What follows belongs to an exercise in optimizing a design on an open flow for a short achievable clock period and few clock cycles; a production flow would make more cautious choices. Only simulation tests tie the RTL to the original design; equivalence was not proved. No activity file was given, so power comes from the tool's default toggle rates.

File: flow/design.v
`timescale 1ns / 1ps
`timescale 1ns / 1ps
module SCPU(
	input wire clk,
	input wire rst,
	output wire inst_ren,
	output wire [31:0] inst_addr,
	input wire [31:0] inst_data,
	output wire mem_ren,
	output wire mem_wen,
	output wire [31:0] mem_addr,
	output wire [31:0] mem_dout,
	input wire [31:0] mem_din
	);
	reg [31:0] pc_o;        
	reg [31:0] pc_i;        
	reg        ren_r;
	reg [31:0] ras;
	reg        x_wen;       
	reg        x_fwd;       
	reg        x_ldw;       
	reg [4:0]  x_rd;
	reg        x_load, x_store, x_sdl;
	reg        x_br, x_beq, x_bpred, x_jreg, x_link;
	reg [31:0] x_alt;       
	reg [31:0] x_pnpc;      
	reg [31:0] x_lnk;       
	reg [31:0] x_a, x_b, x_bv;
	reg [4:0]  x_sh;
	reg [9:0]  x_op;        
	reg        m_load;
	reg [30:0] m_we;        
	reg [4:0]  m_rd;
	reg        m_wen;
	reg [31:0] m_res;
	reg [31:0] maddr_r, mdout_r;
	reg        mwen_r, mren_r;
	reg [31:0] rf [1:31];
	assign inst_addr = pc_o;
	assign inst_ren  = ren_r;
	assign mem_addr  = maddr_r;
	assign mem_dout  = mdout_r;
	assign mem_wen   = mwen_r;
	assign mem_ren   = mren_r;
	wire [31:0] m_val = m_load ? mem_din : m_res;
	wire [31:0] sum, shr;
	wire [32:0] diff;
	wire        mispredict;
	wire [31:0] fix_pc;
	scpu_add32 u_add(.a(x_a), .b(x_b), .s(sum));
	scpu_sub33 u_sub(.a(x_a), .b(x_b), .d(diff));
	scpu_srl32 u_srl(.a(x_b), .sh(x_sh), .o(shr));
	wire eq, jeq;
	scpu_resolve u_res(.a(x_a), .bv(x_bv), .pnpc(x_pnpc), .alt(x_alt), .jreg(x_jreg),
		.eq(eq), .jeq(jeq), .fix_pc(fix_pc));
	scpu_mis u_mis(.eq(eq), .jeq(jeq), .br(x_br), .beq(x_beq), .bpred(x_bpred), .jreg(x_jreg),
		.mispredict(mispredict));
	wire        lu_stall, f_link, f_writes, f_lw, f_sw, f_br, f_beq, f_bpred, f_jreg;
	wire        f_useimm, fa, fb, sdl, f_j, f_jr, f_lui;
	wire [4:0]  f_dst;
	wire [9:0]  f_op;
	scpu_dec u_dec(.ins(inst_data), .x_fwd(x_fwd), .x_ldw(x_ldw), .x_rd(x_rd),
		.lu_stall(lu_stall), .link(f_link), .writes(f_writes), .dst(f_dst),
		.lw(f_lw), .sw(f_sw), .br(f_br), .beq(f_beq), .bpred(f_bpred), .jreg(f_jreg),
		.useimm(f_useimm), .op(f_op), .fa(fa), .fb(fb), .sdl(sdl),
		.j(f_j), .jr(f_jr), .lui(f_lui));
	wire f_go = ~mispredict & ~lu_stall;    
	wire [15:0] blo;
	wire        bco;
	scpu_add16 u_badd(.a(pc_i[17:2]), .b(inst_data[15:0]), .s(blo), .co(bco));
	wire [31:0] pc4, jtarget, pnpc, immv, e_alt;
	wire [13:0] bx1, bx0;
	scpu_npc u_npc(.ins(inst_data), .pc(pc_i), .ras(ras), .jr(f_jr), .bpred(f_bpred), .lui(f_lui),
		.pc4(pc4), .jtarget(jtarget), .pnpc(pnpc), .immv(immv), .x1(bx1), .x0(bx0),
		.e_alt(e_alt));
	wire t_alt = ~f_bpred;
	wire [31:0] bt1 = {bx1, blo, pc_i[1:0]};
	wire [31:0] bt0 = {bx0, blo, pc_i[1:0]};
	wire [31:0] npc_o, npc_i, alt;
	genvar q;
	generate
		for (q = 0; q < 4; q = q + 1) begin : pcs
			scpu_pcslice u_so(.rst(rst), .eq(eq), .jeq(jeq), .br(x_br), .beq(x_beq), .xbpred(x_bpred),
				.jreg(x_jreg), .lu_stall(lu_stall), .j(f_j), .jr(f_jr), .bpred(f_bpred), .c(bco),
				.fix(fix_pc[8*q +: 8]), .hold(pc_i[8*q +: 8]), .jt(jtarget[8*q +: 8]), .ras(ras[8*q +: 8]),
				.pc4(pc4[8*q +: 8]), .bt1(bt1[8*q +: 8]), .bt0(bt0[8*q +: 8]), .o(npc_o[8*q +: 8]));
			scpu_pcslice u_si(.rst(rst), .eq(eq), .jeq(jeq), .br(x_br), .beq(x_beq), .xbpred(x_bpred),
				.jreg(x_jreg), .lu_stall(lu_stall), .j(f_j), .jr(f_jr), .bpred(f_bpred), .c(bco),
				.fix(fix_pc[8*q +: 8]), .hold(pc_o[8*q +: 8]), .jt(jtarget[8*q +: 8]), .ras(ras[8*q +: 8]),
				.pc4(pc4[8*q +: 8]), .bt1(bt1[8*q +: 8]), .bt0(bt0[8*q +: 8]), .o(npc_i[8*q +: 8]));
			scpu_pclate u_la(.e(e_alt[8*q +: 8]), .t(t_alt), .c(bco), .bt1(bt1[8*q +: 8]), .bt0(bt0[8*q +: 8]),
				.o(alt[8*q +: 8]));
		end
	endgenerate
	wire [32*31-1:0] rf_flat;
	genvar g;
	generate
		for (g = 1; g < 32; g = g + 1) begin : rf_out
			assign rf_flat[32*(g-1) +: 32] = rf[g];
		end
	endgenerate
	wire [31:0] ra, rb;
	scpu_rfread u_rd(.rs(inst_data[25:21]), .rt(inst_data[20:16]), .rf(rf_flat), .ra(ra), .rb(rb));
	wire [31:0] e_res;
	wire [3:0]  ss, sd, sl, sh;
	scpu_xearly u_xe(.a(x_a), .b(x_b), .lnk(x_lnk), .op(x_op), .fa(fa), .fb(fb), .useimm(f_useimm),
		.e_res(e_res), .ss(ss), .sd(sd), .sl(sl), .sh(sh));
	wire [3:0] sa, sv;
	wire [4:0] sb;
	scpu_opctl u_oc(.rs(inst_data[25:21]), .rt(inst_data[20:16]), .m_wen(m_wen), .m_rd(m_rd),
		.m_load(m_load), .fa(fa), .fb(fb), .useimm(f_useimm), .sa(sa), .sb(sb), .sv(sv));
	wire [31:0] e_a, e_b, e_bv;
	scpu_opsel u_os(.sa(sa), .sb(sb), .sv(sv), .e_res(e_res), .mem_din(mem_din), .m_res(m_res),
		.immv(immv), .e_a(e_a), .e_b(e_b), .e_bv(e_bv));
	wire [31:0] alu, op_a, op_b, op_bv;
	scpu_xlate u_xr(.e(e_res), .ss(ss[0]), .sd(sd[0]), .sl(sl[0]), .sh(sh[0]), .sum(sum), .diff(diff), .shr(shr), .o(alu));
	scpu_xlater u_xa(.e(e_a),  .sr(sa[0]), .r(ra), .ss(ss[1]), .sd(sd[1]), .sl(sl[1]), .sh(sh[1]), .sum(sum), .diff(diff), .shr(shr), .o(op_a));
	scpu_xlater u_xb(.e(e_b),  .sr(sb[0]), .r(rb), .ss(ss[2]), .sd(sd[2]), .sl(sl[2]), .sh(sh[2]), .sum(sum), .diff(diff), .shr(shr), .o(op_b));
	scpu_xlater u_xv(.e(e_bv), .sr(sv[0]), .r(rb), .ss(ss[3]), .sd(sd[3]), .sl(sl[3]), .sh(sh[3]), .sum(sum), .diff(diff), .shr(shr), .o(op_bv));
	always @(posedge clk) begin
		pc_o <= npc_o;
		pc_i <= npc_i;
	end
	always @(posedge clk) begin
		if (rst) begin
			ren_r <= 1'b0;
			x_wen <= 1'b0;
			x_fwd <= 1'b0;
			x_ldw <= 1'b0;
			x_load <= 1'b0;
			x_store <= 1'b0;
			x_br <= 1'b0;
			x_jreg <= 1'b0;
			x_link <= 1'b0;
		end else begin
			ren_r <= 1'b1;
			x_wen <= f_go & f_writes;
			x_fwd <= f_go & f_writes & ~f_lw;
			x_ldw <= f_go & f_writes & f_lw;
			x_load <= f_go & f_lw;
			x_store <= f_go & f_sw;
			x_br <= f_go & f_br;
			x_jreg <= f_go & f_jreg;
			x_link <= f_go & f_link;
		end
	end
	always @(posedge clk) begin
		if (x_link) ras <= x_lnk;
		x_rd <= f_dst;
		x_sdl <= sdl;
		x_beq <= f_beq;
		x_bpred <= f_bpred;
		x_alt <= alt;
		x_pnpc <= pnpc;
		x_lnk <= pc4;
		x_a <= op_a;
		x_b <= op_b;
		x_bv <= op_bv;
		x_sh <= inst_data[10:6];
		x_op <= f_op;
	end
	integer i;
	always @(posedge clk) begin
		if (rst) begin
			m_load <= 1'b0;
			m_we <= 31'd0;
			m_wen <= 1'b0;
			mwen_r <= 1'b0;
			mren_r <= 1'b0;
		end else begin
			m_load <= x_ldw;    
			m_wen <= x_wen;
			for (i = 1; i < 32; i = i + 1)
				m_we[i-1] <= x_wen & (x_rd == i);
			mwen_r <= x_store;
			mren_r <= x_load;
		end
	end
	always @(posedge clk) begin
		m_rd <= x_rd;
		m_res <= alu;
		maddr_r <= sum;
		mdout_r <= x_sdl ? mem_din : x_bv;
	end
	always @(posedge clk) begin
		for (i = 1; i < 32; i = i + 1)
			if (rst) rf[i] <= 32'd0;
			else if (m_we[i-1]) rf[i] <= m_val;
	end
endmodule
module scpu_pg32(
	input wire [31:0] a,
	input wire [31:0] b,
	output wire [31:0] g,
	output wire [31:0] p
	);
	assign g = a & b;
	assign p = a ^ b;
endmodule
module scpu_pg32n(
	input wire [31:0] a,
	input wire [31:0] b,
	output wire [31:0] g,
	output wire [31:0] p
	);
	assign g = a & ~b;
	assign p = ~(a ^ b);
endmodule
module scpu_add32(
	input wire [31:0] a,
	input wire [31:0] b,
	output wire [31:0] s
	);
	wire [31:0] g, p, G;
	scpu_pg32 u_pg(.a(a), .b(b), .g(g), .p(p));
	ks32_prefix u_px(.g(g), .p(p), .G(G));
	scpu_xor32 u_x(.a(p), .b({G[30:0], 1'b0}), .o(s));
endmodule
module scpu_sub33(
	input wire [31:0] a,
	input wire [31:0] b,
	output wire [32:0] d
	);
	wire [31:0] g, p, G;
	scpu_pg32n u_pg(.a(a), .b(b), .g(g), .p(p));
	ks32_prefix u_px(.g({g[31:1], g[0] | p[0]}), .p(p), .G(G));
	scpu_xor32 u_x(.a(p), .b({G[30:0], 1'b1}), .o(d[31:0]));
	assign d[32] = ~G[31];
endmodule
module scpu_xor32(
	input wire [31:0] a,
	input wire [31:0] b,
	output wire [31:0] o
	);
	assign o = a ^ b;
endmodule
module scpu_srl32(
	input wire [31:0] a,
	input wire [4:0] sh,
	output wire [31:0] o
	);
	assign o = a >> sh;
endmodule
module scpu_xearly(
	input wire [31:0] a,
	input wire [31:0] b,
	input wire [31:0] lnk,
	input wire [9:0] op,
	input wire fa, fb, useimm,
	output wire [31:0] e_res,
	output wire [3:0] ss,
	output wire [3:0] sd,
	output wire [3:0] sl,
	output wire [3:0] sh
	);
	assign e_res =
		({32{op[2]}} & (a & b)) |
		({32{op[3]}} & (a | b)) |
		({32{op[4]}} & (a ^ b)) |
		({32{op[5]}} & ~(a | b)) |
		({32{op[8]}} & b) |
		({32{op[9]}} & lnk);
	wire [3:0] to = {fb, ~useimm & fb, fa, 1'b1};
	assign ss = to & {4{op[0]}};
	assign sd = to & {4{op[1]}};
	assign sl = to & {4{op[6]}};
	assign sh = to & {4{op[7]}};
endmodule
module scpu_opctl(
	input wire [4:0] rs,
	input wire [4:0] rt,
	input wire m_wen,
	input wire [4:0] m_rd,
	input wire m_load,
	input wire fa, fb, useimm,
	output wire [3:0] sa,
	output wire [4:0] sb,
	output wire [3:0] sv
	);
	wire bpa = m_wen & (m_rd == rs);
	wire bpb = m_wen & (m_rd == rt);
	assign sa = {fa, ~fa & bpa & m_load, ~fa & bpa & ~m_load, ~fa & ~bpa};
	assign sv = {fb, ~fb & bpb & m_load, ~fb & bpb & ~m_load, ~fb & ~bpb};
	assign sb = {useimm, sv & {4{~useimm}}};
endmodule
module scpu_opsel(
	input wire [3:0] sa,
	input wire [4:0] sb,
	input wire [3:0] sv,
	input wire [31:0] e_res,
	input wire [31:0] mem_din,
	input wire [31:0] m_res,
	input wire [31:0] immv,
	output wire [31:0] e_a,
	output wire [31:0] e_b,
	output wire [31:0] e_bv
	);
	assign e_a  = ({32{sa[3]}} & e_res) | ({32{sa[2]}} & mem_din) | ({32{sa[1]}} & m_res);
	assign e_bv = ({32{sv[3]}} & e_res) | ({32{sv[2]}} & mem_din) | ({32{sv[1]}} & m_res);
	assign e_b  = ({32{sb[3]}} & e_res) | ({32{sb[2]}} & mem_din) | ({32{sb[1]}} & m_res) | ({32{sb[4]}} & immv);
endmodule
module scpu_xlate(
	input wire [31:0] e,
	input wire ss, sd, sl, sh,
	input wire [31:0] sum,
	input wire [32:0] diff,
	input wire [31:0] shr,
	output wire [31:0] o
	);
	assign o = e | ({32{ss}} & sum) | ({32{sd}} & diff[31:0]) | ({32{sh}} & shr) |
	           {31'b0, sl & diff[32]};
endmodule
module scpu_xlater(
	input wire [31:0] e,
	input wire sr,
	input wire [31:0] r,
	input wire ss, sd, sl, sh,
	input wire [31:0] sum,
	input wire [32:0] diff,
	input wire [31:0] shr,
	output wire [31:0] o
	);
	assign o = e | ({32{sr}} & r) | ({32{ss}} & sum) | ({32{sd}} & diff[31:0]) | ({32{sh}} & shr) |
	           {31'b0, sl & diff[32]};
endmodule
module scpu_resolve(
	input wire [31:0] a,
	input wire [31:0] bv,
	input wire [31:0] pnpc,
	input wire [31:0] alt,
	input wire jreg,
	output wire eq,
	output wire jeq,
	output wire [31:0] fix_pc
	);
	assign eq = (a == bv);
	assign jeq = (a == pnpc);
	assign fix_pc = jreg ? a : alt;
endmodule
module scpu_mis(
	input wire eq, jeq, br, beq, bpred, jreg,
	output wire mispredict
	);
	wire taken = beq ? eq : ~eq;
	assign mispredict = (br & (taken ^ bpred)) | (jreg & ~jeq);
endmodule
module scpu_dec(
	input wire [31:0] ins,
	input wire x_fwd, x_ldw,
	input wire [4:0] x_rd,
	output wire lu_stall, link, writes,
	output wire [4:0] dst,
	output wire lw, sw, br, beq, bpred, jreg, useimm,
	output wire [9:0] op,
	output wire fa, fb, sdl,
	output wire j, jr, lui
	);
	wire [5:0] opc = ins[31:26];
	wire [5:0] fn = ins[5:0];
	wire [4:0] rs = ins[25:21];
	wire [4:0] rt = ins[20:16];
	wire [4:0] rd = ins[15:11];
	wire rtype  = (opc == 6'h00);
	wire f_j    = (opc == 6'h02);
	wire f_jal  = (opc == 6'h03);
	wire f_beq  = (opc == 6'h04);
	wire f_bne  = (opc == 6'h05);
	wire f_jr   = rtype & (fn == 6'h08);
	wire f_jalr = rtype & (fn == 6'h09);
	wire f_add  = rtype & (fn == 6'h20);
	wire f_sub  = rtype & (fn == 6'h22);
	wire f_and  = rtype & (fn == 6'h24);
	wire f_or   = rtype & (fn == 6'h25);
	wire f_nor  = rtype & (fn == 6'h27);
	wire f_xor  = rtype & (fn == 6'h16);
	wire f_slt  = rtype & (fn == 6'h2A);
	wire f_srl  = rtype & (fn == 6'h02);
	wire f_addi = (opc == 6'h08) | (opc == 6'h09);
	wire f_slti = (opc == 6'h0A);
	wire f_andi = (opc == 6'h0C);
	wire f_ori  = (opc == 6'h0D);
	wire f_xori = (opc == 6'h0E);
	wire f_lui  = (opc == 6'h0F);
	wire f_lw   = (opc == 6'h23);
	wire f_sw   = (opc == 6'h2B);
	wire f_ralu = f_add | f_sub | f_and | f_or | f_nor | f_xor | f_slt | f_srl;
	wire f_ialu = f_addi | f_slti | f_andi | f_ori | f_xori | f_lui;
	assign link = f_jal | f_jalr;
	assign dst = link ? 5'd31 : f_ralu ? rd : rt;
	assign writes = (f_ralu | f_ialu | f_lw | link) & (dst != 5'd0);
	assign useimm = ~rtype;
	assign br = (f_beq | f_bne) & (ins[15:0] != 16'd0);
	assign bpred = (f_beq | f_bne) & ((rs == rt) ? f_beq : (f_bne | ins[15]));
	assign beq = f_beq;
	assign lw = f_lw;
	assign sw = f_sw;
	assign jreg = f_jr | f_jalr;
	assign j = f_j | f_jal;
	assign jr = f_jr;
	assign lui = f_lui;
	assign op = {link, f_lui, f_srl, f_slt | f_slti, f_nor, f_xor | f_xori,
	             f_or | f_ori, f_and | f_andi, f_sub, f_add | f_addi | f_lw | f_sw};
	assign lu_stall = x_ldw & ((x_rd == rs) | ((x_rd == rt) & ~f_sw));
	assign fa = x_fwd & (x_rd == rs);
	assign fb = x_fwd & (x_rd == rt);
	assign sdl = x_ldw & (x_rd == rt);
endmodule
module scpu_add16(
	input wire [15:0] a,
	input wire [15:0] b,
	output wire [15:0] s,
	output wire co
	);
	wire [15:0] g = a & b;
	wire [15:0] p = a ^ b;
	wire [15:0] G;
	ks16_prefix u_px(.g({g[15:1], g[0] | p[0]}), .p(p), .G(G));
	assign s = p ^ {G[14:0], 1'b1};
	assign co = G[15];
endmodule
module scpu_npc(
	input wire [31:0] ins,
	input wire [31:0] pc,
	input wire [31:0] ras,
	input wire jr, bpred, lui,
	output wire [31:0] pc4,
	output wire [31:0] jtarget,
	output wire [31:0] pnpc,
	output wire [31:0] immv,
	output wire [13:0] x1,
	output wire [13:0] x0,
	output wire [31:0] e_alt
	);
	wire [13:0] h = pc[31:18];
	wire s = ins[15];
	wire [13:0] hp1, hm1;
	scpu_inc14 u_hp(.a(h), .o(hp1));
	scpu_dec14 u_hm(.a(h), .o(hm1));
	assign x1 = s ? h : hp1;
	assign x0 = s ? hm1 : h;
	scpu_inc30 u_inc(.a(pc[31:2]), .o(pc4[31:2]));
	assign pc4[1:0] = pc[1:0];
	assign jtarget = {pc4[31:28], ins[25:0], 2'b00};
	assign e_alt = bpred ? pc4 : 32'd0;
	assign pnpc = jr ? ras : pc4;
	assign immv = lui ? {ins[15:0], 16'd0} : {{16{ins[15]}}, ins[15:0]};
endmodule
module scpu_inc14(
	input wire [13:0] a,
	output wire [13:0] o
	);
	assign o = a + 14'd1;
endmodule
module scpu_dec14(
	input wire [13:0] a,
	output wire [13:0] o
	);
	assign o = a - 14'd1;
endmodule
module scpu_inc30(
	input wire [29:0] a,
	output wire [29:0] o
	);
	assign o = a + 30'd1;
endmodule
module scpu_pcctl(
	input wire j, jr, bpred,
	output wire s_j, s_ras, s_pc4, t
	);
	assign s_j   = j;
	assign s_ras = ~j & jr;
	assign t     = ~j & ~jr & bpred;
	assign s_pc4 = ~j & ~jr & ~bpred;
endmodule
module scpu_npcsel(
	input wire s_j, s_ras, s_pc4,
	input wire [7:0] jt,
	input wire [7:0] ras,
	input wire [7:0] pc4,
	output wire [7:0] e
	);
	assign e = ({8{s_j}} & jt) | ({8{s_ras}} & ras) | ({8{s_pc4}} & pc4);
endmodule
module scpu_pclate(
	input wire [7:0] e,
	input wire t, c,
	input wire [7:0] bt1,
	input wire [7:0] bt0,
	output wire [7:0] o
	);
	assign o = e | ({8{t}} & (c ? bt1 : bt0));
endmodule
module scpu_pcslice(
	input wire rst,
	input wire eq, jeq, br, beq, xbpred, jreg,
	input wire lu_stall,
	input wire j, jr, bpred, c,
	input wire [7:0] fix,
	input wire [7:0] hold,
	input wire [7:0] jt,
	input wire [7:0] ras,
	input wire [7:0] pc4,
	input wire [7:0] bt1,
	input wire [7:0] bt0,
	output wire [7:0] o
	);
	wire s_j, s_ras, s_pc4, t;
	scpu_pcctl u_c(.j(j), .jr(jr), .bpred(bpred), .s_j(s_j), .s_ras(s_ras), .s_pc4(s_pc4), .t(t));
	wire [7:0] e, pred;
	scpu_npcsel u_e(.s_j(s_j), .s_ras(s_ras), .s_pc4(s_pc4), .jt(jt), .ras(ras), .pc4(pc4), .e(e));
	scpu_pclate u_l(.e(e), .t(t), .c(c), .bt1(bt1), .bt0(bt0), .o(pred));
	scpu_pcfin u_f(.rst(rst), .eq(eq), .jeq(jeq), .br(br), .beq(beq), .bpred(xbpred), .jreg(jreg),
		.lu_stall(lu_stall), .fix(fix), .hold(hold), .pred(pred), .o(o));
endmodule
module scpu_pcfin(
	input wire rst,
	input wire eq, jeq, br, beq, bpred, jreg,
	input wire lu_stall,
	input wire [7:0] fix,
	input wire [7:0] hold,
	input wire [7:0] pred,
	output wire [7:0] o
	);
	wire mispredict;
	scpu_mis u_mis(.eq(eq), .jeq(jeq), .br(br), .beq(beq), .bpred(bpred), .jreg(jreg),
		.mispredict(mispredict));
	wire s_fix  = ~rst & mispredict;
	wire s_hold = ~rst & ~mispredict & lu_stall;
	wire s_pred = ~rst & ~mispredict & ~lu_stall;
	assign o = ({8{s_fix}} & fix) | ({8{s_hold}} & hold) | ({8{s_pred}} & pred);
endmodule
module scpu_rfread(
	input wire [4:0] rs,
	input wire [4:0] rt,
	input wire [32*31-1:0] rf,
	output wire [31:0] ra,
	output wire [31:0] rb
	);
	wire [32*32-1:0] regs = {rf, 32'd0};
	assign ra = regs[32*rs +: 32];
	assign rb = regs[32*rt +: 32];
endmodule
module ks32_l1(
	input wire [31:0] g,
	input wire [31:0] p,
	output wire [31:1] go,
	output wire [31:1] po
	);
	assign go = g[31:1] | (p[31:1] & g[30:0]);
	assign po = p[31:1] & p[30:0];
endmodule
module ks32_l2(
	input wire [31:0] g,
	input wire [31:0] p,
	output wire [31:2] go,
	output wire [31:2] po
	);
	assign go = g[31:2] | (p[31:2] & g[29:0]);
	assign po = p[31:2] & p[29:0];
endmodule
module ks32_l4(
	input wire [31:0] g,
	input wire [31:0] p,
	output wire [31:4] go,
	output wire [31:4] po
	);
	assign go = g[31:4] | (p[31:4] & g[27:0]);
	assign po = p[31:4] & p[27:0];
endmodule
module ks32_l8(
	input wire [31:0] g,
	input wire [31:0] p,
	output wire [31:8] go,
	output wire [31:8] po
	);
	assign go = g[31:8] | (p[31:8] & g[23:0]);
	assign po = p[31:8] & p[23:0];
endmodule
module ks32_l16(
	input wire [31:0] g,
	input wire [31:0] p,
	output wire [31:16] go,
	output wire [31:16] po
	);
	assign go = g[31:16] | (p[31:16] & g[15:0]);
	assign po = p[31:16] & p[15:0];
endmodule
module ks32_prefix(
	input wire [31:0] g,
	input wire [31:0] p,
	output wire [31:0] G
	);
	wire [31:0] g1, p1;
	ks32_l1 u1(.g(g), .p(p), .go(g1[31:1]), .po(p1[31:1]));
	assign g1[0:0] = g[0:0];
	assign p1[0:0] = p[0:0];
	wire [31:0] g2, p2;
	ks32_l2 u2(.g(g1), .p(p1), .go(g2[31:2]), .po(p2[31:2]));
	assign g2[1:0] = g1[1:0];
	assign p2[1:0] = p1[1:0];
	wire [31:0] g3, p3;
	ks32_l4 u3(.g(g2), .p(p2), .go(g3[31:4]), .po(p3[31:4]));
	assign g3[3:0] = g2[3:0];
	assign p3[3:0] = p2[3:0];
	wire [31:0] g4, p4;
	ks32_l8 u4(.g(g3), .p(p3), .go(g4[31:8]), .po(p4[31:8]));
	assign g4[7:0] = g3[7:0];
	assign p4[7:0] = p3[7:0];
	wire [31:0] g5, p5;
	ks32_l16 u5(.g(g4), .p(p4), .go(g5[31:16]), .po(p5[31:16]));
	assign g5[15:0] = g4[15:0];
	assign p5[15:0] = p4[15:0];
	assign G = g5;
endmodule
module ks16_l1(
	input wire [15:0] g,
	input wire [15:0] p,
	output wire [15:1] go,
	output wire [15:1] po
	);
	assign go = g[15:1] | (p[15:1] & g[14:0]);
	assign po = p[15:1] & p[14:0];
endmodule
module ks16_l2(
	input wire [15:0] g,
	input wire [15:0] p,
	output wire [15:2] go,
	output wire [15:2] po
	);
	assign go = g[15:2] | (p[15:2] & g[13:0]);
	assign po = p[15:2] & p[13:0];
endmodule
module ks16_l4(
	input wire [15:0] g,
	input wire [15:0] p,
	output wire [15:4] go,
	output wire [15:4] po
	);
	assign go = g[15:4] | (p[15:4] & g[11:0]);
	assign po = p[15:4] & p[11:0];
endmodule
module ks16_l8(
	input wire [15:0] g,
	input wire [15:0] p,
	output wire [15:8] go,
	output wire [15:8] po
	);
	assign go = g[15:8] | (p[15:8] & g[7:0]);
	assign po = p[15:8] & p[7:0];
endmodule
module ks16_prefix(
	input wire [15:0] g,
	input wire [15:0] p,
	output wire [15:0] G
	);
	wire [15:0] g1, p1;
	ks16_l1 u1(.g(g), .p(p), .go(g1[15:1]), .po(p1[15:1]));
	assign g1[0:0] = g[0:0];
	assign p1[0:0] = p[0:0];
	wire [15:0] g2, p2;
	ks16_l2 u2(.g(g1), .p(p1), .go(g2[15:2]), .po(p2[15:2]));
	assign g2[1:0] = g1[1:0];
	assign p2[1:0] = p1[1:0];
	wire [15:0] g3, p3;
	ks16_l4 u3(.g(g2), .p(p2), .go(g3[15:4]), .po(p3[15:4]));
	assign g3[3:0] = g2[3:0];
	assign p3[3:0] = p2[3:0];
	wire [15:0] g4, p4;
	ks16_l8 u4(.g(g3), .p(p3), .go(g4[15:8]), .po(p4[15:8]));
	assign g4[7:0] = g3[7:0];
	assign p4[7:0] = p3[7:0];
	assign G = g4;
endmodule
File: flow/flow/run.sh
#!/bin/bash
# The standard layout (standard.sh: the standard flow's own ORFS flow, synthesis included),
# with one more cell on the platform's don't-use list: a222oi_1, which the
# library has only in size 1, so that neither synthesis nor timing repair
# leaves a weak 6-input and-or gate on a path it cannot upsize.
set -euo pipefail
DONT_USE="sky130_fd_sc_hd__probe_p_8 sky130_fd_sc_hd__probec_p_8 sky130_fd_sc_hd__lpflow_bleeder_1 sky130_fd_sc_hd__lpflow_clkbufkapwr_1 sky130_fd_sc_hd__lpflow_clkbufkapwr_16 sky130_fd_sc_hd__lpflow_clkbufkapwr_2 sky130_fd_sc_hd__lpflow_clkbufkapwr_4 sky130_fd_sc_hd__lpflow_clkbufkapwr_8 sky130_fd_sc_hd__lpflow_clkinvkapwr_1 sky130_fd_sc_hd__lpflow_clkinvkapwr_16 sky130_fd_sc_hd__lpflow_clkinvkapwr_2 sky130_fd_sc_hd__lpflow_clkinvkapwr_4 sky130_fd_sc_hd__lpflow_clkinvkapwr_8 sky130_fd_sc_hd__lpflow_decapkapwr_12 sky130_fd_sc_hd__lpflow_decapkapwr_3 sky130_fd_sc_hd__lpflow_decapkapwr_4 sky130_fd_sc_hd__lpflow_decapkapwr_6 sky130_fd_sc_hd__lpflow_decapkapwr_8 sky130_fd_sc_hd__lpflow_inputiso0n_1 sky130_fd_sc_hd__lpflow_inputiso0p_1 sky130_fd_sc_hd__lpflow_inputiso1n_1 sky130_fd_sc_hd__lpflow_inputiso1p_1 sky130_fd_sc_hd__lpflow_inputisolatch_1 sky130_fd_sc_hd__lpflow_isobufsrc_1 sky130_fd_sc_hd__lpflow_isobufsrc_16 sky130_fd_sc_hd__lpflow_isobufsrc_2 sky130_fd_sc_hd__lpflow_isobufsrc_4 sky130_fd_sc_hd__lpflow_isobufsrc_8 sky130_fd_sc_hd__lpflow_isobufsrckapwr_16 sky130_fd_sc_hd__lpflow_lsbuf_lh_hl_isowell_tap_1 sky130_fd_sc_hd__lpflow_lsbuf_lh_hl_isowell_tap_2 sky130_fd_sc_hd__lpflow_lsbuf_lh_hl_isowell_tap_4 sky130_fd_sc_hd__lpflow_lsbuf_lh_isowell_4 sky130_fd_sc_hd__lpflow_lsbuf_lh_isowell_tap_1 sky130_fd_sc_hd__lpflow_lsbuf_lh_isowell_tap_2 sky130_fd_sc_hd__lpflow_lsbuf_lh_isowell_tap_4 sky130_fd_sc_hd__a222oi_1"
bash standard.sh "DONT_USE_CELLS=$DONT_USE" finish > standard_make.log 2>&1
File: flow/standard.sh
#!/bin/bash
# synth_recipe.tcl (not shown) runs the flow's synth.tcl, then flattens the netlist and writes it again
# the make line also repeats each setting of config.mk as NAME=value (left out here)
make -C /OpenROAD-flow-scripts/flow DESIGN_CONFIG=/design/flow/config.mk WORK_HOME=/design/flow/orfs CLKGATE_MAP_FILE= SYNTH_SCRIPT=/design/flow/synth_recipe.tcl "${@:-finish}"
File: flow/config.mk
export PLATFORM = sky130hd
export DESIGN_NAME = SCPU
export DESIGN_NICKNAME = SCPU
export VERILOG_FILES = /design/flow/design.v
export SDC_FILE = /design/flow/constraint.sdc
export NUM_CORES = 4
export LEC_CHECK = 0
export CAP_MARGIN = 20
export CORE_MARGIN = 2
export CORE_UTILIZATION = 50
export SETUP_SLACK_MARGIN = 4.3
export SLEW_MARGIN = 20
export SYNTH_HIERARCHICAL = 1
export SYNTH_MINIMUM_KEEP_SIZE = 0
File: flow/constraint.sdc
create_clock -name core_clock -period 7.0 [get_ports {clk}]
set_input_delay 1.4000 -clock core_clock [delete_from_list [all_inputs] [get_ports {clk}]]
set_output_delay 1.4000 -clock core_clock [all_outputs]
set_load 0.01 [all_outputs]
==> results.tsv, run 1 <==
metric	value	unit
status	finished clean	
TNS Setup	0	ps
Detail Route Antenna Nets	0	
DR WL/cell	35.4	µm
Fin. Hold Viols	0	
largest net degree at the start of global routing	235	
worst hold path class	flip-flop to flip-flop	
vias per cell	6.89	
worst-path fanout max	9	
clk buf depth	3	
Fillers	13600	
io pins	165	
gpl congestion	1.03	
mapped cell area	84300	µm²
endpoints failing setup	0	
worst endpoint required time	7750	ps
CTS Hold Bufs	0	
GRT Overall Usage	43.6	%
clock skew	43.8	ps
Max Clk Rate	0.330	GHz
WP data arrival	3780	ps
Max VDD drop	0.267	mV
DR pass1 iterations	9	
first-pass GRT wire length	543	mm
cell family with most CP delay	simple AND/OR/NAND/NOR gates	
CP endpoint kind	flip-flop	
RSZ-0062 raised after global routing	true	
dpl hpwl	225	mm
CTS tree	built	
crit-path cells	xor2_1 > nor4_2 > nand4_1 > nor2_4 > buf_6 > xnor3_1 > a22o_1 > inv_2 > a211oi_1	
drc violations	0	
Hold Slack	433	ps
Die Ht	415	µm
initial antenna violation count	16	
GR Overflow Total	0	
vias in the first global route	71700	
std cell rows	150	
clk slew on worst S/H paths	70	ps
Synth warnings	8	
Root Buffer	clkbuf_16	
core footprint	167000	µm²
die area	172000	µm²
H-tree Lvls	4	
clk sinks	1448	
nets	8892	
Setup crit start kind	flip-flop	
fraction of layout cells with a size suffix above 1	29.9	%
slowest CP cell	dfxtp_2	
total of max-cap violations	0	
vias	75900	
post-route minimum period	3030	ps
CTS buffer count	163	
Synth Instances	8581	
CP bufs+invs	2	
max reg flops	992	
Initial Util	50.4	%
worst stage delay on the critical path	490	ps
1st-iter DRT viols	10500	
Die X	415	µm
final period utilization	43.3	%
Power Density	196	nW/µm²
later-pin clock latency in the skew report	860	ps
Post-Route WL	390	mm
Area Growth Syn to Fin	22.9	%
# port buffers	164	
Most flops, register	rf	
critical path class	flip-flop to flip-flop	
Leak	0.0404	µW
Worst-Margin Slew	1350	ps
Avg Cell Area, Syn	9.83	µm²
Slew HR	9.60	%
Slew Viols, Final	0	
## power by group
group	switching (µW)	leakage, µW	total (µW)	internal [µW]
registers	171	0.0118	8560	8380
clock network	3870	0.00269	8950	5090
logic	1630	0.0259	2820	1190
total	5660	0.0404	20300	14700
## through the flow
step	setup slack, ps	utilization [%]	area [µm²]	power [µW]	cells
after global routing	3900	61.9	104000	20800	11000
final	3970	61.9	104000	20300	11000
after global placement	1720	51.9	86800	10800	10300
after floorplan	3100	-	85700	10100	8582
after CTS	3950	60.4	101000	20100	10900
after detailed placement	1720	52.0	87100	10800	10300
## worst reg2reg max path: cells and delay by family, from the launching register on
family                    cells  cell delay, ps
AOI/OAI and AO/OA             2             730
xor gates and xnor gates      2             370
buffers and inverters         2             480
DFF                           1             490
and+or+nand+nor               3             850
## layer usage
layer	GRT usage, %	up-vias	wire length, µm
li1	-	32200	-
met1	53.9	37100	143000
met2	65.1	5047	168000
met3	11.9	1520	43500
met4	32.4	8	35300
met5	0	-	137
## cell type report
class / count / area [µm²] / share of cell area (%)
multi-input cells: 6123 / 54000 / 52.1
flip-flops and latches: 1448 / 29700 / 28.6
repair buffers: 795 / 11000 / 10.6
clock buffers: 241 / 4760 / 4.60
well taps: 2204 / 2760 / 2.66
clock inverters: 56 / 772 / 0.745
inverters: 146 / 594 / 0.573
repair inverters: 2 / 17.5 / 0.0169
diodes: 5 / 12.5 / 0.0121
## worst paths after layout
| path | start | endpoint | slack [ps] | depth (start not counted) |
|---|---|---|---|---|
| worst max-delay path | x_bv[14] | pc_o[15] | 3970 | 9 |
| worst min-delay path | x_load | mren_r | 430 | 1 |
| worst max register to register | x_bv[14] | pc_o[15] | 3970 | 9 |
| worst min register to register | x_load | mren_r | 430 | 1 |
## placed cells by master, fill, tap and decap left out, types with 52 or more instances in the layout
cell	instances
dfxtp_1	1277
a211oi_1	1073
nor2_1	1041
nand2_1	535
mux4_2	508
a21o_1	380
a22oi_1	292
buf_4	283
and2_1	262
mux2_4	188
clkbuf_16	178
mux2_2	152
mux2i_1	144
buf_6	139
a22o_1	134
inv_1	130
xor2_1	116
ha_1	113
buf_12	111
buf_16	109
nand3_1	102
a22oi_2	98
nor2b_1	90
dfxtp_4	78
a21oi_2	68
dfxtp_2	61
nor3_1	52
buf_2	52
## repair_timing
item                       4_1_cts  5_1_grt
pin swaps                      190      181
gates cloned                   103       15
buffers inserted               242       87
gates resized for setup       1372      264
hold endpoints to repair         0        0
setup endpoints to repair      534      318
Testbench counts, summed over its fixed seeds: cycles 47,365.
==> run 2: changes to the inputs <==
--- a/flow/design.v
+++ b/flow/design.v
@@ -60,9 +60,13 @@
 	wire [4:0]  f_dst;
 	wire [9:0]  f_op;
+	wire d_useimm, d_bpred, d_j, d_jr, d_fa, d_fb, d_sdl, d_lu;
 	scpu_dec u_dec(.ins(inst_data), .x_fwd(x_fwd), .x_ldw(x_ldw), .x_rd(x_rd),
-		.lu_stall(lu_stall), .link(f_link), .writes(f_writes), .dst(f_dst),
-		.lw(f_lw), .sw(f_sw), .br(f_br), .beq(f_beq), .bpred(f_bpred), .jreg(f_jreg),
-		.useimm(f_useimm), .op(f_op), .fa(fa), .fb(fb), .sdl(sdl),
-		.j(f_j), .jr(f_jr), .lui(f_lui));
+		.lu_stall(d_lu), .link(f_link), .writes(f_writes), .dst(f_dst),
+		.lw(f_lw), .sw(f_sw), .br(f_br), .beq(f_beq), .bpred(d_bpred), .jreg(f_jreg),
+		.useimm(d_useimm), .op(f_op), .fa(d_fa), .fb(d_fb), .sdl(d_sdl),
+		.j(d_j), .jr(d_jr), .lui(f_lui));
+	scpu_pcdec u_pcd(.ins(inst_data), .j(f_j), .jr(f_jr), .bpred(f_bpred), .useimm(f_useimm));
+	scpu_hazard u_hz(.ins(inst_data), .x_fwd(x_fwd), .x_ldw(x_ldw), .x_rd(x_rd),
+		.lu_stall(lu_stall), .fa(fa), .fb(fb), .sdl(sdl));
 	wire f_go = ~mispredict & ~lu_stall;    
 	wire [15:0] blo;
@@ -406,4 +410,33 @@
 	assign sdl = x_ldw & (x_rd == rt);
 endmodule
+module scpu_pcdec(
+	input wire [31:0] ins,
+	output wire j, jr, bpred, useimm
+	);
+	wire [5:0] opc = ins[31:26];
+	wire rtype = (opc == 6'h00);
+	wire f_beq = (opc == 6'h04);
+	wire f_bne = (opc == 6'h05);
+	assign j = (opc[5:1] == 5'b00001);
+	assign jr = rtype & (ins[5:0] == 6'h08);
+	assign bpred = (f_beq | f_bne) & ((ins[25:21] == ins[20:16]) ? f_beq : (f_bne | ins[15]));
+	assign useimm = ~rtype;
+endmodule
+module scpu_hazard(
+	input wire [31:0] ins,
+	input wire x_fwd, x_ldw,
+	input wire [4:0] x_rd,
+	output wire lu_stall, fa, fb, sdl
+	);
+	wire [4:0] rs = ins[25:21];
+	wire [4:0] rt = ins[20:16];
+	wire f_sw = (ins[31:26] == 6'h2B);
+	wire ea = (x_rd == rs);
+	wire eb = (x_rd == rt);
+	assign lu_stall = x_ldw & (ea | (eb & ~f_sw));
+	assign fa = x_fwd & ea;
+	assign fb = x_fwd & eb;
+	assign sdl = x_ldw & eb;
+endmodule
 module scpu_add16(
 	input wire [15:0] a,
==> run 2 against run 1 <==
Against the previous run:
- sequential cell count is the same
- hold slack lost 3.8 ps
- final area shrank 0.89%
- still clean on timing, DRC and antenna
- via count grew 0.13%
- largest cell class unchanged
- fmax shrank 3.1%
==> results.tsv, run 2 <==
metric	value	unit	change
status	finished clean		unchanged
total of max-cap violations	0		unchanged
worst endpoint required time	7700	ps	was 7750 ps
clock skew	36.3	ps	was 43.8 ps
H-tree Lvls	4		unchanged
Worst-Margin Slew	1340	ps	was 1350 ps
Root Buffer	clkbuf_16		unchanged
Setup crit start kind	input port		was flip-flop
Post-Route WL	384	mm	was 390 mm
overall power	20300	µW	about the same
vias	76000		was 75900
Synth Instances	8589		was 8581
RSZ-0062 raised after global routing	true		unchanged
commonest non-fill, non-tap cell in the layout	dfxtp_1		unchanged
Fillers	13800		was 13600
Max Clk Rate	0.319	GHz	was 0.330 GHz
max reg flops	992		unchanged
CP endpoint kind	flip-flop		unchanged
Initial Util	50.4	%	about the same
mapped cell area	84400	µm²	was 84300 µm²
Die Ht	415	µm	about the same
most frequent cells in the layout	dfxtp_1 (1272), a211oi_1 (1077), nor2_1 (1042)		was dfxtp_1 (1277), a211oi_1 (1073), nor2_1 (1041)
Slew Viols, Final	0		unchanged
clk buf depth	3		unchanged
Most flops, register	rf		unchanged
Area Growth Syn to Fin	21.7	%	was 22.9%
TNS Setup	0	ps	unchanged
clk slew on worst S/H paths	60	ps	was 70 ps
CTS Hold Bufs	0		unchanged
later-pin clock latency in the skew report	870	ps	was 860 ps
final period utilization	44.7	%	was 43.3%
vias per cell	6.90		was 6.89
worst hold path class	flip-flop to flip-flop		unchanged
nets	8870		was 8892
dpl hpwl	221	mm	was 225 mm
Max VDD drop	0.284	mV	was 0.267 mV
GR Overflow Total	0		unchanged
post-route minimum period	3130	ps	was 3030 ps
drc violations	0		unchanged
critical path class	input port to flip-flop		was flip-flop to flip-flop
Synth warnings	8		unchanged
DR WL/cell	34.9	µm	was 35.4 µm
first-pass GRT wire length	535	mm	was 543 mm
DR pass1 iterations	7		was 9
Detail Route Antenna Nets	0		unchanged
vias in the first global route	71300		was 71700
Leak	0.0401	µW	was 0.0404 µW
endpoints failing setup	0		unchanged
Slew HR	10.5	%	was 9.60%
WP data arrival	3830	ps	was 3780 ps
CTS buffer count	164		was 163
CTS tree	built		unchanged
io pins	165		unchanged
Fin. Hold Viols	0		unchanged
largest net degree at the start of global routing	197		was 235
std cell rows	150		unchanged
core footprint	167000	µm²	unchanged
gpl congestion	1.06		was 1.03
Avg Cell Area, Syn	9.83	µm²	about the same
fraction of layout cells with a size suffix above 1	29.4	%	was 29.9%
# port buffers	164		unchanged
Power Density	197	nW/µm²	was 196 nW/µm²
1st-iter DRT viols	10700		was 10500
initial antenna violation count	18		was 16
die area	172000	µm²	about the same
worst-path fanout max	8		was 9
GRT Overall Usage	42.7	%	was 43.6%
clk sinks	1448		unchanged
Die X	415	µm	about the same
-- run 2: per-stage QoR --
stage          util, %  worst slack, ps  area (µm²)  hold slack [ps]  instances
6_report          61.4             3870      103000              429      11000
5_1_grt           61.4             3830      103000              460      11000
4_1_cts           59.8             3970      100000              438      10900
3_5_place_dp      52.0             1770       87000              413      10300
3_3_place_gp      51.9             1800       86900              425      10200
2_1_floorplan        -             2990       85800              393       8590
-- run 2: critical path, stage by stage --
cell and delay, ps:
buf_12 110, nor3_4 240, nand2b_4 80, or3_4 370
nor4_4 230, buf_6 180, buf_12 110, buf_16 120
buf_8 110, nor3_4 40, buf_12 150, buf_6 110
a22oi_2 130, nand2_1 70, a21o_1 160, mux2i_1 130
a211oi_1 90
-- run 2: power by group --
group	internal, µW	switching [µW]
Sequential	8390	172
Combinational	1140	1590
Clock	5140	3850
-- run 2: final timing paths --
path	start	to	slack (ps)	cells past startpoint
max	inst_data[30]	pc_o[1]	3870	17
min reg2reg	x_load	mren_r	430	1
max reg2reg	pc_i[26]	pc_o[30]	3990	9
min	x_load	mren_r	430	1
-- run 2: cell type report --
| cell class | count | area (µm²) | area share, % |
|---|---|---|---|
| flip-flops and latches | 1448 | 29700 | 28.9 |
| multi-input cells | 6137 | 53900 | 52.4 |
| repair buffers | 760 | 10300 | 10.0 |
| inverters | 146 | 564 | 0.549 |
| diodes | 10 | 25.0 | 0.0244 |
| clock inverters | 61 | 694 | 0.676 |
| well taps | 2204 | 2760 | 2.68 |
| clock buffers | 241 | 4860 | 4.73 |
-- run 2: layer usage --
metal | share of wire [%] | wire length (µm) | global-route usage, %
met1 | 37 | 143000 | 53.8
met4 | 8.4 | 32200 | 29.7
met2 | 43 | 166000 | 63.9
met3 | 11 | 42700 | 11.2
met5 | 0.015 | 59 | 0
-- run 2: timing repair --
action                                   CTS  global route
pin swaps                                195           196
cloned                                   103            17
resized for setup                       1276           287
endpoints found under the setup margin   403           338
setup buffers                            220            99
Testbench counts of run 2, summed over its fixed seeds: cycles 47,365.
==> run 3: changes to the inputs <==
--- a/flow/design.v
+++ b/flow/design.v
@@ -60,17 +60,15 @@
 	wire [4:0]  f_dst;
 	wire [9:0]  f_op;
-	wire d_useimm, d_bpred, d_j, d_jr, d_fa, d_fb, d_sdl, d_lu;
 	scpu_dec u_dec(.ins(inst_data), .x_fwd(x_fwd), .x_ldw(x_ldw), .x_rd(x_rd),
-		.lu_stall(d_lu), .link(f_link), .writes(f_writes), .dst(f_dst),
-		.lw(f_lw), .sw(f_sw), .br(f_br), .beq(f_beq), .bpred(d_bpred), .jreg(f_jreg),
-		.useimm(d_useimm), .op(f_op), .fa(d_fa), .fb(d_fb), .sdl(d_sdl),
-		.j(d_j), .jr(d_jr), .lui(f_lui));
-	scpu_pcdec u_pcd(.ins(inst_data), .j(f_j), .jr(f_jr), .bpred(f_bpred), .useimm(f_useimm));
-	scpu_hazard u_hz(.ins(inst_data), .x_fwd(x_fwd), .x_ldw(x_ldw), .x_rd(x_rd),
-		.lu_stall(lu_stall), .fa(fa), .fb(fb), .sdl(sdl));
+		.lu_stall(lu_stall), .link(f_link), .writes(f_writes), .dst(f_dst),
+		.lw(f_lw), .sw(f_sw), .br(f_br), .beq(f_beq), .bpred(f_bpred), .jreg(f_jreg),
+		.useimm(f_useimm), .op(f_op), .fa(fa), .fb(fb), .sdl(sdl),
+		.j(f_j), .jr(f_jr), .lui(f_lui));
 	wire f_go = ~mispredict & ~lu_stall;    
-	wire [15:0] blo;
-	wire        bco;
-	scpu_add16 u_badd(.a(pc_i[17:2]), .b(inst_data[15:0]), .s(blo), .co(bco));
+	wire [15:0] blo_o, blo_i, blo_a;
+	wire        bco_o, bco_i, bco_a;
+	scpu_add16 u_bao(.a(pc_i[17:2]), .b(inst_data[15:0]), .s(blo_o), .co(bco_o));
+	scpu_add16 u_bai(.a(pc_i[17:2]), .b(inst_data[15:0]), .s(blo_i), .co(bco_i));
+	scpu_add16 u_baa(.a(pc_i[17:2]), .b(inst_data[15:0]), .s(blo_a), .co(bco_a));
 	wire [31:0] pc4, jtarget, pnpc, immv, e_alt;
 	wire [13:0] bx1, bx0;
@@ -79,6 +77,10 @@
 		.e_alt(e_alt));
 	wire t_alt = ~f_bpred;
-	wire [31:0] bt1 = {bx1, blo, pc_i[1:0]};
-	wire [31:0] bt0 = {bx0, blo, pc_i[1:0]};
+	wire [31:0] bt1_o = {bx1, blo_o, pc_i[1:0]};
+	wire [31:0] bt0_o = {bx0, blo_o, pc_i[1:0]};
+	wire [31:0] bt1_i = {bx1, blo_i, pc_i[1:0]};
+	wire [31:0] bt0_i = {bx0, blo_i, pc_i[1:0]};
+	wire [31:0] bt1_a = {bx1, blo_a, pc_i[1:0]};
+	wire [31:0] bt0_a = {bx0, blo_a, pc_i[1:0]};
 	wire [31:0] npc_o, npc_i, alt;
 	genvar q;
@@ -86,12 +88,12 @@
 		for (q = 0; q < 4; q = q + 1) begin : pcs
 			scpu_pcslice u_so(.rst(rst), .eq(eq), .jeq(jeq), .br(x_br), .beq(x_beq), .xbpred(x_bpred),
-				.jreg(x_jreg), .lu_stall(lu_stall), .j(f_j), .jr(f_jr), .bpred(f_bpred), .c(bco),
+				.jreg(x_jreg), .lu_stall(lu_stall), .j(f_j), .jr(f_jr), .bpred(f_bpred), .c(bco_o),
 				.fix(fix_pc[8*q +: 8]), .hold(pc_i[8*q +: 8]), .jt(jtarget[8*q +: 8]), .ras(ras[8*q +: 8]),
-				.pc4(pc4[8*q +: 8]), .bt1(bt1[8*q +: 8]), .bt0(bt0[8*q +: 8]), .o(npc_o[8*q +: 8]));
+				.pc4(pc4[8*q +: 8]), .bt1(bt1_o[8*q +: 8]), .bt0(bt0_o[8*q +: 8]), .o(npc_o[8*q +: 8]));
 			scpu_pcslice u_si(.rst(rst), .eq(eq), .jeq(jeq), .br(x_br), .beq(x_beq), .xbpred(x_bpred),
-				.jreg(x_jreg), .lu_stall(lu_stall), .j(f_j), .jr(f_jr), .bpred(f_bpred), .c(bco),
+				.jreg(x_jreg), .lu_stall(lu_stall), .j(f_j), .jr(f_jr), .bpred(f_bpred), .c(bco_i),
 				.fix(fix_pc[8*q +: 8]), .hold(pc_o[8*q +: 8]), .jt(jtarget[8*q +: 8]), .ras(ras[8*q +: 8]),
-				.pc4(pc4[8*q +: 8]), .bt1(bt1[8*q +: 8]), .bt0(bt0[8*q +: 8]), .o(npc_i[8*q +: 8]));
-			scpu_pclate u_la(.e(e_alt[8*q +: 8]), .t(t_alt), .c(bco), .bt1(bt1[8*q +: 8]), .bt0(bt0[8*q +: 8]),
+				.pc4(pc4[8*q +: 8]), .bt1(bt1_i[8*q +: 8]), .bt0(bt0_i[8*q +: 8]), .o(npc_i[8*q +: 8]));
+			scpu_pclate u_la(.e(e_alt[8*q +: 8]), .t(t_alt), .c(bco_a), .bt1(bt1_a[8*q +: 8]), .bt0(bt0_a[8*q +: 8]),
 				.o(alt[8*q +: 8]));
 		end
@@ -410,33 +412,4 @@
 	assign sdl = x_ldw & (x_rd == rt);
 endmodule
-module scpu_pcdec(
-	input wire [31:0] ins,
-	output wire j, jr, bpred, useimm
-	);
-	wire [5:0] opc = ins[31:26];
-	wire rtype = (opc == 6'h00);
-	wire f_beq = (opc == 6'h04);
-	wire f_bne = (opc == 6'h05);
-	assign j = (opc[5:1] == 5'b00001);
-	assign jr = rtype & (ins[5:0] == 6'h08);
-	assign bpred = (f_beq | f_bne) & ((ins[25:21] == ins[20:16]) ? f_beq : (f_bne | ins[15]));
-	assign useimm = ~rtype;
-endmodule
-module scpu_hazard(
-	input wire [31:0] ins,
-	input wire x_fwd, x_ldw,
-	input wire [4:0] x_rd,
-	output wire lu_stall, fa, fb, sdl
-	);
-	wire [4:0] rs = ins[25:21];
-	wire [4:0] rt = ins[20:16];
-	wire f_sw = (ins[31:26] == 6'h2B);
-	wire ea = (x_rd == rs);
-	wire eb = (x_rd == rt);
-	assign lu_stall = x_ldw & (ea | (eb & ~f_sw));
-	assign fa = x_fwd & ea;
-	assign fb = x_fwd & eb;
-	assign sdl = x_ldw & eb;
-endmodule
 module scpu_add16(
 	input wire [15:0] a,
==> run 3 against run 2 <==
Against the previous run:
- sequential cell count unchanged
- area after synthesis increased by 2.1%
- register-to-register slack got worse by 60 ps
- still clean
- fmax increased by 2.0%
- global-route usage decreased by 0.58 points
- first-iteration DRC count decreased by 0.25%
- combinational power increased by 6%
- sequential power about the same
- worst setup slack improved by 61 ps
==> results.tsv, run 3 <==
metric	value	unit	change
Max Clk Rate	0.326	GHz	was 0.319 GHz
Initial Util	50.3	%	was 50.4%
Slew HR	17.6	%	was 10.5%
Root Buffer	clkbuf_16		unchanged
most frequent cells in the layout	dfxtp_1 (1251), a211oi_1 (1082), nor2_1 (1042)		was dfxtp_1 (1272), a211oi_1 (1077), nor2_1 (1042)
Synth Instances	8819		was 8589
status	finished clean		unchanged
slowest CP cell	xor2_1		was or3_4
io pins	165		unchanged
H-tree Lvls	4		unchanged
std cell rows	152		was 150
first-pass GRT wire length	535	mm	about the same
DR pass1 iterations	6		was 7
nets	9050		was 8870
GR Overflow Total	0		unchanged
Critical R2R Launch	x_a[5]		was pc_i[26]
endpoints failing setup	0		unchanged
drc violations	0		unchanged
fraction of layout cells with a size suffix above 1	28.7	%	was 29.4%
vias per cell	6.84		was 6.90
worst hold path class	flip-flop to flip-flop		unchanged
Area Growth Syn to Fin	20.7	%	was 21.7%
Fin. Hold Viols	0		unchanged
worst r2r dst	pc_o[23]		was pc_o[30]
FF-to-FF setup slack	3930	ps	was 3990 ps
# port buffers	164		unchanged
largest net degree at the start of global routing	158		was 197
DR WL/cell	34.2	µm	was 34.9 µm
mapped cell area	86200	µm²	was 84400 µm²
Setup crit start kind	flip-flop		was input port
critical path class	flip-flop to flip-flop		was input port to flip-flop
max reg flops	992		unchanged
post-route minimum period	3070	ps	was 3130 ps
CP endpoint kind	flip-flop		unchanged
placed insts	10600		was 10300
vias in the first global route	72000		was 71300
Leak	0.0412	µW	was 0.0401 µW
initial antenna violation count	22		was 18
worst-path fanout max	9		was 8
clk sinks	1448		unchanged
CTS tree	built		unchanged
Die Ht	419	µm	was 415 µm
Synth warnings	8		unchanged
Power Density	195	nW/µm²	was 197 nW/µm²
Most flops, register	rf		unchanged
clk slew on worst S/H paths	60	ps	about the same
RSZ-0062 raised after global routing	true		unchanged
clk buf depth	3		unchanged
GRT Overall Usage	42.1	%	was 42.7%
vias	77000		was 76000
later-pin clock latency in the skew report	850	ps	was 870 ps
Die X	419	µm	was 415 µm
TNS Setup	0	ps	unchanged
CP Capture Point	pc_o[23]		was pc_o[1]
worst endpoint required time	7740	ps	was 7700 ps
CP Launch Point	x_a[5]		was inst_data[30]
Slew Viols, Final	0		unchanged
CTS Hold Bufs	0		unchanged
final period utilization	43.9	%	was 44.7%
clock skew	37.7	ps	was 36.3 ps
Detail Route Antenna Nets	0		unchanged
worst stage delay on the critical path	670	ps	was 370 ps
Worst R2R Path Depth	10		was 9
crit-path cells	xor2_1 > nor4_2 > nand4_1 > nor2_4 > buf_12 > bufbuf_16 > xnor3_1 > a22o_4 > nor2b_1 > a211oi_1		was buf_12 > nor3_4 > nand2b_4 > or3_4 > nor4_4 > buf_6 > buf_12 > buf_16 > buf_8 > nor3_4 > buf_12 > buf_6 > a22oi_2 > nand2_1 > a21o_1 > mux2i_1 > a211oi_1
WP data arrival	3810	ps	was 3830 ps
Cell Count, Final, Fillers Out	11300		was 11000
die area	176000	µm²	was 172000 µm²
Post-Route WL	385	mm	was 384 mm
CTS buffer count	162		was 164
Avg Cell Area, Syn	9.78	µm²	was 9.83 µm²
1st-iter DRT viols	10700		about the same
total of max-cap violations	0		unchanged
commonest non-fill, non-tap cell in the layout	dfxtp_1		unchanged
gpl congestion	1.02		was 1.06
Max VDD drop	0.210	mV	was 0.284 mV
core footprint	172000	µm²	was 167000 µm²
dpl hpwl	226	mm	was 221 mm
Worst-Margin Slew	1240	ps	was 1340 ps
[run 3: repair_timing]
| item | CTS | global route |
|---|---|---|
| pin swaps | 197 | 154 |
| resized for setup | 1285 | 309 |
| cloned | 77 | 22 |
| setup buffers | 151 | 99 |
| hold endpoints to repair | 0 | 0 |
| endpoints found under the setup margin | 446 | 342 |
[run 3: final cells by class]
cell class	instances	area, µm²
multi-input combinational	6346	55800
inverter	154	613
clock buffer	237	4670
fill	14400	67500
clock inverter	57	709
antenna	13	32.5
sequential	1448	29700
tap	2310	2890
timing repair buffer	693	9570
[run 3: worst min-delay path by stage]
| stage | startpoint | to | slack, ps | cells past startpoint |
|---|---|---|---|---|
| after global placement | x_store | mwen_r | 420 | 1 |
| after global routing | x_lnk[29] | ras[29] | 450 | 0 |
| after detailed placement | x_rd[4] | m_rd[4] | 420 | 0 |
| final | x_lnk[29] | ras[29] | 440 | 0 |
| after CTS | x_lnk[29] | ras[29] | 440 | 0 |
| after floorplan | x_rd[4] | m_rd[4] | 390 | 0 |
[run 3: through the flow]
stage	total power [µW]	utilization (%)	cell area, µm²	worst slack [ps]	hold slack (ps)
6_report	20200	60.6	104000	3930	438
5_1_grt	20700	60.6	104000	3900	449
4_1_cts	20000	58.8	101000	4080	440
3_5_place_dp	11000	51.8	88900	1500	420
3_3_place_gp	11000	51.8	88800	1580	420
2_1_floorplan	10200	-	87500	3090	392
[run 3: power by group]
group	switching [µW]	total [µW]	internal (µW)
Sequential	180	8560	8380
Combinational	1680	2870	1190
Clock	3820	8810	4990
[run 3: worst max-delay path: cells and delay by family (launching register included)]
family | cells | cell delay (ps)
DFF | 1 | 470
and+or+nand+nor | 4 | 500
AOI/OAI and AO/OA | 2 | 550
xor gates and xnor gates | 2 | 1030
buffers and inverters | 2 | 410
[run 3: layer usage]
layer | wire [µm] | track usage [%] | vias up
li1 | - | - | 32800
met1 | 146000 | 53.1 | 38100
met2 | 168000 | 63.4 | 4922
met3 | 42400 | 11.6 | 1204
met4 | 28100 | 27.2 | 6
met5 | 239 | 0.917 | -
Testbench counts of run 3, summed over its fixed seeds: cycles 47,365.
==> run 4: changes to the inputs <==
--- a/flow/design.v
+++ b/flow/design.v
@@ -118,10 +118,10 @@
 	wire [31:0] e_a, e_b, e_bv;
 	scpu_opsel u_os(.sa(sa), .sb(sb), .sv(sv), .e_res(e_res), .mem_din(mem_din), .m_res(m_res),
-		.immv(immv), .e_a(e_a), .e_b(e_b), .e_bv(e_bv));
+		.ra(ra), .rb(rb), .immv(immv), .e_a(e_a), .e_b(e_b), .e_bv(e_bv));
 	wire [31:0] alu, op_a, op_b, op_bv;
 	scpu_xlate u_xr(.e(e_res), .ss(ss[0]), .sd(sd[0]), .sl(sl[0]), .sh(sh[0]), .sum(sum), .diff(diff), .shr(shr), .o(alu));
-	scpu_xlater u_xa(.e(e_a),  .sr(sa[0]), .r(ra), .ss(ss[1]), .sd(sd[1]), .sl(sl[1]), .sh(sh[1]), .sum(sum), .diff(diff), .shr(shr), .o(op_a));
-	scpu_xlater u_xb(.e(e_b),  .sr(sb[0]), .r(rb), .ss(ss[2]), .sd(sd[2]), .sl(sl[2]), .sh(sh[2]), .sum(sum), .diff(diff), .shr(shr), .o(op_b));
-	scpu_xlater u_xv(.e(e_bv), .sr(sv[0]), .r(rb), .ss(ss[3]), .sd(sd[3]), .sl(sl[3]), .sh(sh[3]), .sum(sum), .diff(diff), .shr(shr), .o(op_bv));
+	scpu_xlate u_xa(.e(e_a),   .ss(ss[1]), .sd(sd[1]), .sl(sl[1]), .sh(sh[1]), .sum(sum), .diff(diff), .shr(shr), .o(op_a));
+	scpu_xlate u_xb(.e(e_b),   .ss(ss[2]), .sd(sd[2]), .sl(sl[2]), .sh(sh[2]), .sum(sum), .diff(diff), .shr(shr), .o(op_b));
+	scpu_xlate u_xv(.e(e_bv),  .ss(ss[3]), .sd(sd[3]), .sl(sl[3]), .sh(sh[3]), .sum(sum), .diff(diff), .shr(shr), .o(op_bv));
 	always @(posedge clk) begin
 		pc_o <= npc_o;
@@ -297,4 +297,6 @@
 	input wire [31:0] mem_din,
 	input wire [31:0] m_res,
+	input wire [31:0] ra,
+	input wire [31:0] rb,
 	input wire [31:0] immv,
 	output wire [31:0] e_a,
@@ -302,7 +304,8 @@
 	output wire [31:0] e_bv
 	);
-	assign e_a  = ({32{sa[3]}} & e_res) | ({32{sa[2]}} & mem_din) | ({32{sa[1]}} & m_res);
-	assign e_bv = ({32{sv[3]}} & e_res) | ({32{sv[2]}} & mem_din) | ({32{sv[1]}} & m_res);
-	assign e_b  = ({32{sb[3]}} & e_res) | ({32{sb[2]}} & mem_din) | ({32{sb[1]}} & m_res) | ({32{sb[4]}} & immv);
+	assign e_a  = ({32{sa[3]}} & e_res) | ({32{sa[2]}} & mem_din) | ({32{sa[1]}} & m_res) | ({32{sa[0]}} & ra);
+	assign e_bv = ({32{sv[3]}} & e_res) | ({32{sv[2]}} & mem_din) | ({32{sv[1]}} & m_res) | ({32{sv[0]}} & rb);
+	assign e_b  = ({32{sb[3]}} & e_res) | ({32{sb[2]}} & mem_din) | ({32{sb[1]}} & m_res) | ({32{sb[0]}} & rb) |
+	              ({32{sb[4]}} & immv);
 endmodule
 module scpu_xlate(
@@ -317,17 +320,4 @@
 	           {31'b0, sl & diff[32]};
 endmodule
-module scpu_xlater(
-	input wire [31:0] e,
-	input wire sr,
-	input wire [31:0] r,
-	input wire ss, sd, sl, sh,
-	input wire [31:0] sum,
-	input wire [32:0] diff,
-	input wire [31:0] shr,
-	output wire [31:0] o
-	);
-	assign o = e | ({32{sr}} & r) | ({32{ss}} & sum) | ({32{sd}} & diff[31:0]) | ({32{sh}} & shr) |
-	           {31'b0, sl & diff[32]};
-endmodule
 module scpu_resolve(
 	input wire [31:0] a,
@@ -440,9 +430,6 @@
 	wire [13:0] h = pc[31:18];
 	wire s = ins[15];
-	wire [13:0] hp1, hm1;
-	scpu_inc14 u_hp(.a(h), .o(hp1));
-	scpu_dec14 u_hm(.a(h), .o(hm1));
-	assign x1 = s ? h : hp1;
-	assign x0 = s ? hm1 : h;
+	assign x1 = s ? h : h + 14'd1;
+	assign x0 = s ? h - 14'd1 : h;
 	scpu_inc30 u_inc(.a(pc[31:2]), .o(pc4[31:2]));
 	assign pc4[1:0] = pc[1:0];
@@ -452,16 +439,4 @@
 	assign immv = lui ? {ins[15:0], 16'd0} : {{16{ins[15]}}, ins[15:0]};
 endmodule
-module scpu_inc14(
-	input wire [13:0] a,
-	output wire [13:0] o
-	);
-	assign o = a + 14'd1;
-endmodule
-module scpu_dec14(
-	input wire [13:0] a,
-	output wire [13:0] o
-	);
-	assign o = a - 14'd1;
-endmodule
 module scpu_inc30(
 	input wire [29:0] a,
==> run 4 against run 3 <==
Against the previous run:
- critical endpoint is now x_a[2]
- total power grew 0.64%
- sequential cell count is the same
- critical path depth grew 1
- area after synthesis shrank 0.66%
- clock-buffer cell count shrank 12
- final area is essentially flat
- utilization grew 0.55 points
- sequential share of layout area is essentially flat
- fmax shrank 3.2%
- via count shrank 0.27%
==> results.tsv, run 4 <==
metric	value	unit	change
Leak	0.0414	µW	was 0.0412 µW
pre-CTS setup slack	1530	ps	was 1500 ps
final period utilization	45.3	%	was 43.9%
GR Overflow Total	0		unchanged
endpoints failing setup	0		unchanged
Synth Instances	8747		was 8819
vias	76800		was 77000
CP endpoint kind	flip-flop		unchanged
clk slew on worst S/H paths	70	ps	was 60 ps
Hold Crit Depth	0		unchanged
Slew Viols, Final	0		unchanged
Die X	418	µm	was 419 µm
Synth warnings	8		unchanged
# port buffers	164		unchanged
mapped cell area	85600	µm²	was 86200 µm²
nets	9015		was 9050
gpl congestion	1.01		was 1.02
total of max-cap violations	0		unchanged
vias in the first global route	71600		was 72000
Hold Slack	463	ps	was 438 ps
Worst R2R Path Depth	11		was 10
WP data arrival	3880	ps	was 3810 ps
H-tree Lvls	4		unchanged
CTS buffer count	162		unchanged
worst hold path class	flip-flop to flip-flop		unchanged
status	finished clean		unchanged
slowest CP cell	mux4_2		was xor2_1
commonest non-fill, non-tap cell in the layout	dfxtp_1		unchanged
post-route design area	104000	µm²	about the same
worst endpoint required time	7700	ps	was 7740 ps
final worst slack	3830	ps	was 3930 ps
Area Growth Syn to Fin	21.4	%	was 20.7%
worst r2r dst	pc_i[11]		was pc_o[23]
FF-to-FF setup slack	4120	ps	was 3930 ps
Fin. Hold Viols	0		unchanged
Max VDD drop	0.263	mV	was 0.210 mV
TNS Setup	0	ps	unchanged
worst-path fanout max	8		was 9
core footprint	170000	µm²	was 172000 µm²
DR WL/cell	34.7	µm	was 34.2 µm
Post-Route WL	386	mm	was 385 mm
Max Clk Rate	0.315	GHz	was 0.326 GHz
drc violations	0		unchanged
io pins	165		unchanged
1st-iter DRT viols	11000		was 10700
GRT Overall Usage	42.4	%	was 42.1%
CP Capture Point	x_a[2]		was pc_o[23]
Worst-Margin Slew	1290	ps	was 1240 ps
Die Ht	418	µm	was 419 µm
Finished Core Util	61.2	%	was 60.6%
fraction of layout cells with a size suffix above 1	29.0	%	was 28.7%
most frequent cells in the layout	dfxtp_1 (1275), a211oi_1 (1074), nor2_1 (1037)		was dfxtp_1 (1251), a211oi_1 (1082), nor2_1 (1042)
clk sinks	1448		unchanged
largest net degree at the start of global routing	217		was 158
Initial Util	50.4	%	was 50.3%
CTS tree	built		unchanged
Critical R2R Launch	pc_i[9]		was x_a[5]
Post-DP Area	88000	µm²	was 88900 µm²
clock skew	59.5	ps	was 37.7 ps
Avg Cell Area, Syn	9.79	µm²	was 9.78 µm²
Detail Route Antenna Nets	0		unchanged
Most flops, register	rf		unchanged
clk buf depth	3		unchanged
vias per cell	6.90		was 6.84
Power Density	196	nW/µm²	was 195 nW/µm²
DR pass1 iterations	7		was 6
Slew HR	13.7	%	was 17.6%
CP Launch Point	inst_data[21]		was x_a[5]
Setup crit start kind	input port		was flip-flop
die area	175000	µm²	was 176000 µm²
max reg flops	992		unchanged
worst stage delay on the critical path	510	ps	was 670 ps
dpl hpwl	229	mm	was 226 mm
RSZ-0062 raised after global routing	true		unchanged
critical path class	input port to flip-flop		was flip-flop to flip-flop
later-pin clock latency in the skew report	840	ps	was 850 ps
crit-path cells	buf_16 > buf_12 > buf_16 > buf_12 > mux4_2 > mux4_2 > mux2_4 > a22oi_1 > nand2_1 > a21oi_2 > nand2_1		was xor2_1 > nor4_2 > nand4_1 > nor2_4 > buf_12 > bufbuf_16 > xnor3_1 > a22o_4 > nor2b_1 > a211oi_1
initial antenna violation count	18		was 22
post-route minimum period	3170	ps	was 3070 ps
Fillers	14100		was 14400
Root Buffer	clkbuf_16		unchanged
first-pass GRT wire length	536	mm	was 535 mm
std cell rows	151		was 152
-- run 4: repair_timing --
item                                    in CTS  in global routing
hold buffers                                 0                  0
setup buffers                              172                122
resized for setup                         1279                374
pin swaps                                  170                228
gates cloned                                75                 20
endpoints found under the setup margin     464                285
-- run 4: routing by layer --
metal  part of all wire [%]  routed length [µm]  vias up  GRT usage [%]
met3                     11               41400     1157           9.98
met5                  0.015                  59        -              0
li1                       -                   -    32600              -
met4                    7.8               30100        8           28.1
met2                     43              168000     4978           63.2
met1                     38              147000    38000           54.9
-- run 4: worst min-delay path by stage --
stage / start / end / slack (ps)
after floorplan: x_rd[4] / m_rd[4] / 390
after global placement: x_link / ras[0] / 440
after detailed placement: x_rd[4] / m_rd[4] / 440
after CTS: x_link / ras[0] / 460
after global routing: x_link / ras[0] / 460
final: x_lnk[1] / ras[1] / 460
-- run 4: power by group --
part	internal, µW	switching (µW)	total, µW
combinational	1190	1680	2870
clock	5110	3820	8930
sequential	8380	190	8570
total	14700	5680	20400
-- run 4: area by class of cell --
type / instances / area [µm²] / area share (%)
Antenna cell: 16 / 40.0 / 0.0385
Clock buffer: 225 / 4660 / 4.49
Multi-Input combinational cell: 6265 / 55300 / 53.2
Inverter: 153 / 601 / 0.578
Clock inverter: 64 / 806 / 0.775
Tap cell: 2218 / 2780 / 2.67
Sequential cell: 1448 / 29700 / 28.6
Timing Repair Buffer: 740 / 10000 / 9.66
-- run 4: metrics by stage --
stage	cells	total power (µW)
floorplan	8748	10100
global placement	10400	10900
detailed placement	10400	10900
CTS	11000	20200
global route	11100	20800
finish	11100	20400
-- run 4: worst max-delay path: cells and delay by family --
kind / cells / cell delay, ps
muxes: 3 / 1360
buffers and inverters: 4 / 590
AOI/OAI and AO/OA: 2 / 290
and+or+nand+nor: 2 / 160
Testbench counts of run 4, summed over its fixed seeds: cycles 47,365.

## separate check: timing with driven ports
The results above use ideal ports. As a check the final layouts listed here were re-extracted and re-timed, cells and wires unchanged. Step 1 sets driving cells, clkbuf_16 on the clock port and buf_2 on the other inputs (assumed; they add their load-dependent delay and slew). Step 2 also shifts input and output timing later by t, the mid clock arrival at the registers, as if the neighbouring blocks saw the same clock. Three values: ideal ports, drivers, drivers and shift; two values: the first two.
run | t, ns | setup WS [ns]
run 1 | 0.927 | 3.966 / 3.696 / 2.769
run 2 | 0.944 | 3.868 / 3.613 / 2.669
run 3 | 0.924 | 3.928 / 3.465 / 2.541
run 4 | 0.899 | 3.827 / 3.348 / 2.449
After both steps setup and hold are still met in every run listed.
